Context: an optimization exercise on an open-source flow, tuned for small area. The choices shown serve that exercise and are no tape-out recipe.
In this exercise RTL edits were held to simulation tests only and were not proved equivalent to the original.
Power figures rest on the tool's default switching activity, not on a simulated workload.

## main
module main(
	input clk,
	input rst,
	input btnu,
	input btnd,
	input btnl,
	input btnr,
	output [7:0] rgb,
	output hsync1,
	output vsync1,
	output reg [9:0] h_counter,
	output reg [9:0] v_counter,
	output reg [3:0] an,
	output [6:0] seg,
	output reg [1:0] direction
    );
Size: about 1200 cells after synthesis, about 430 flip-flops, roughly 49 I/O pins, about 13000 um^2 of cells after synthesis.
Settings: LEC_CHECK=0, CAP_MARGIN=20, CORE_MARGIN=2, CORE_UTILIZATION=40, PLACE_DENSITY=0.6, SLEW_MARGIN=20; clock period 12.0 ns.
standard.sh (not shown) runs the stock make flow with config.mk's settings and CLKGATE_MAP_FILE= SYNTH_SCRIPT=/design/flow/synth_recipe.tcl, a recipe that flattens the netlist after the stock synthesis.
==> flow/flow/run.sh <==
#!/bin/bash
# Layout flow: the standard ORFS flow (standard.sh) with these changes:
#  - synthesis maps the logic with the area-oriented ABC script flow/abc_area_map.script
#    instead of ORFS's abc_speed.script (which also buffers and upsizes), and without
#    ORFS's half/full adder cell extraction; registers are mapped as in the standard
#    synthesis (dfflibmap runs before ABC), so they keep their names and cells;
#  - the clock tree is built from clkbuf_4 cells in clusters of at most 10 sinks,
#    without dummy load cells;
#  - the port buffers that buffer_ports inserts are buf_1 cells.
# The ORFS scripts are used from a copy that differs only in the ABC script. make's
# full output goes to flow.log here; ORFS keeps each step's own log under orfs/logs/.
set -euo pipefail
here=$(pwd)
rm -rf "$here/orfs_scripts"
cp -r "$FLOW_HOME/scripts" "$here/orfs_scripts"
cp "$here/flow/abc_area_map.script" "$here/orfs_scripts/abc_speed.script"
export SCRIPTS_DIR="$here/orfs_scripts"
export ADDER_MAP_FILE=
export CTS_ARGS="-sink_clustering_enable -repair_clock_nets -sink_clustering_size 10 -sink_clustering_max_diameter 40 -buf_list sky130_fd_sc_hd__clkbuf_4 -dont_use_dummy_load"
export BUFFER_PORTS_ARGS="-buffer_cell sky130_fd_sc_hd__buf_1"
bash standard.sh > flow.log 2>&1
==> flow/flow/abc_area_map.script <==
strash
ifraig
scorr
dc2
dretime
strash
balance
rewrite -l
refactor -l
balance -l
rewrite -l
rewrite -z -l
balance -l
refactor -z -l
rewrite -z -l
balance -l
dch -f
dc2
strash
&get -n
&dch -f
&nf -R 1000 -p
&put
The first run finished clean.
Then changed:
==> flow/flow/abc_area_map.script (replaced) <==
strash
ifraig
scorr
dc2
dretime
strash
dch -f
dc2
strash
&get -n
&dch -f
&nf -R 1000
&put
- worst setup slack gets worse by 0.29 ns
- die area climbs by 0.38%
- utilization hardly moves
- final area hardly moves
- sequential power climbs by about 2%
Then changed:
==> flow/run.sh (new file) <==
#!/bin/bash
# synth_recipe.tcl (not shown) runs the flow's synth.tcl, then flattens the netlist and writes it again
# the make line also repeats each setting of config.mk as NAME=value (left out here)
make -C /OpenROAD-flow-scripts/flow DESIGN_CONFIG=/design/flow/config.mk WORK_HOME=/design/flow/orfs CLKGATE_MAP_FILE= SYNTH_SCRIPT=/design/flow/synth_recipe.tcl finish
CTS_BUF_LIST = sky130_fd_sc_hd__clkbuf_8   (was default)
CTS_CLUSTER_DIAMETER = 60   (was default)
CTS_CLUSTER_SIZE = 16   (was default)
removed: flow/flow/run.sh
removed: flow/flow/abc_area_map.script
removed: flow/standard.sh
After rerunning: Total power rose by 14%. Setup slack improves by 0.11 ns. Final area came out higher by 15%. Hold slack improved by 0.10 ns. Wire length increases by 15%. Critical path depth shrinks by 12. Sequential cell count stays the same. Register-to-register slack gets better by 0.74 ns.
Then changed:
==> flow/flow/run.sh (new file) <==
#!/bin/bash
# Layout flow: the standard ORFS flow (standard.sh) with these changes:
#  - synthesis maps the logic with the area-oriented ABC script flow/abc_area_map.script
#    (two rounds of ABC's &deepsyn, 150 s each, then area-relaxed &nf mapping) instead
#    of ORFS's abc_speed.script (which also buffers and upsizes), and without ORFS's
#    half/full adder cell extraction; registers are mapped as in the standard synthesis
#    (dfflibmap runs before ABC), so they keep their names and cells;
#  - the clock tree is built from clkbuf_4 cells in clusters of at most 12 sinks,
#    without dummy load cells;
#  - the port buffers that buffer_ports inserts are buf_1 cells.
# The ORFS scripts are used from a copy that differs only in the ABC script. make's
# full output goes to flow.log here; ORFS keeps each step's own log under orfs/logs/.
set -euo pipefail
here=$(pwd)
rm -rf "$here/orfs_scripts"
cp -r "$FLOW_HOME/scripts" "$here/orfs_scripts"
cp "$here/flow/abc_area_map.script" "$here/orfs_scripts/abc_speed.script"
export SCRIPTS_DIR="$here/orfs_scripts"
export ADDER_MAP_FILE=
export CTS_ARGS="-sink_clustering_enable -repair_clock_nets -sink_clustering_size 12 -sink_clustering_max_diameter 45 -buf_list sky130_fd_sc_hd__clkbuf_4 -dont_use_dummy_load"
export BUFFER_PORTS_ARGS="-buffer_cell sky130_fd_sc_hd__buf_1"
bash standard.sh > flow.log 2>&1
==> flow/flow/abc_area_map.script (new file) <==
strash
ifraig
scorr
dc2
dretime
strash
&get -n
&deepsyn -T 150
&put
dc2
&get -n
&deepsyn -T 150 -S 7
&put
dch -f
&get -n
&dch -f
&nf -R 1000 -p
&put
==> flow/standard.sh (new file) <==
#!/bin/bash
# synth_recipe.tcl (not shown) runs the flow's synth.tcl, then flattens the netlist and writes it again
# the make line also repeats each setting of config.mk as NAME=value (left out here)
make -C /OpenROAD-flow-scripts/flow DESIGN_CONFIG=/design/flow/config.mk WORK_HOME=/design/flow/orfs CLKGATE_MAP_FILE= SYNTH_SCRIPT=/design/flow/synth_recipe.tcl "${@:-finish}"
CTS_BUF_LIST = default   (was sky130_fd_sc_hd__clkbuf_8)
CTS_CLUSTER_DIAMETER = default   (was 60)
CTS_CLUSTER_SIZE = default   (was 16)
removed: flow/run.sh
Result: Final area drops by about 15%. Global-route usage hardly moves. Non-clock buffer count drops by 1. Via count is lower by about 10%. Wire length falls by about 12%. Critical path depth went up by 4. Clock skew goes up by 0.086 ns. Register-to-register slack gets worse by 0.11 ns. Utilization is lower by 0.86 points. Final cell count decreases by about 13%.

separate check: timing with driven ports:
Ports are ideal in the flow. The routed layouts listed here were re-timed in OpenROAD.
Step 1 assumes that a clkbuf_16 drives the clock port and a buf_2 every other input.
Step 2 moves the port delays by t, midway between the first and last clock arrival at a register: inputs arrive t later, outputs are due t later. That takes back most of the time a late clock gives input paths.
Three values: no drivers, after step 1, after step 2; two values: the first two.
| run | t, ns | setup slack, ns | slew at the worst register clock pin (ns) | cell pins on the clock port's net |
|---|---|---|---|---|
| the first run | 0.722 | 7.448 / 7.400 / 6.783 | 0.10 / 0.10 | 1 |
| the second run | 0.687 | 7.163 / 7.163 / 7.120 | 0.10 / 0.10 | 1 |
| the third run | 0.605 | 7.274 / 7.228 / 7.156 | 0.10 / 0.10 | 1 |
| the fourth run | 0.708 | 7.575 / 7.595 / 6.887 | 0.12 / 0.12 | 1 |
After both steps every run listed still meets setup and hold. For the fourth run, which loses most, drivers alone change the setup slack by +0.020 ns; drivers and shift together by -0.688 ns.
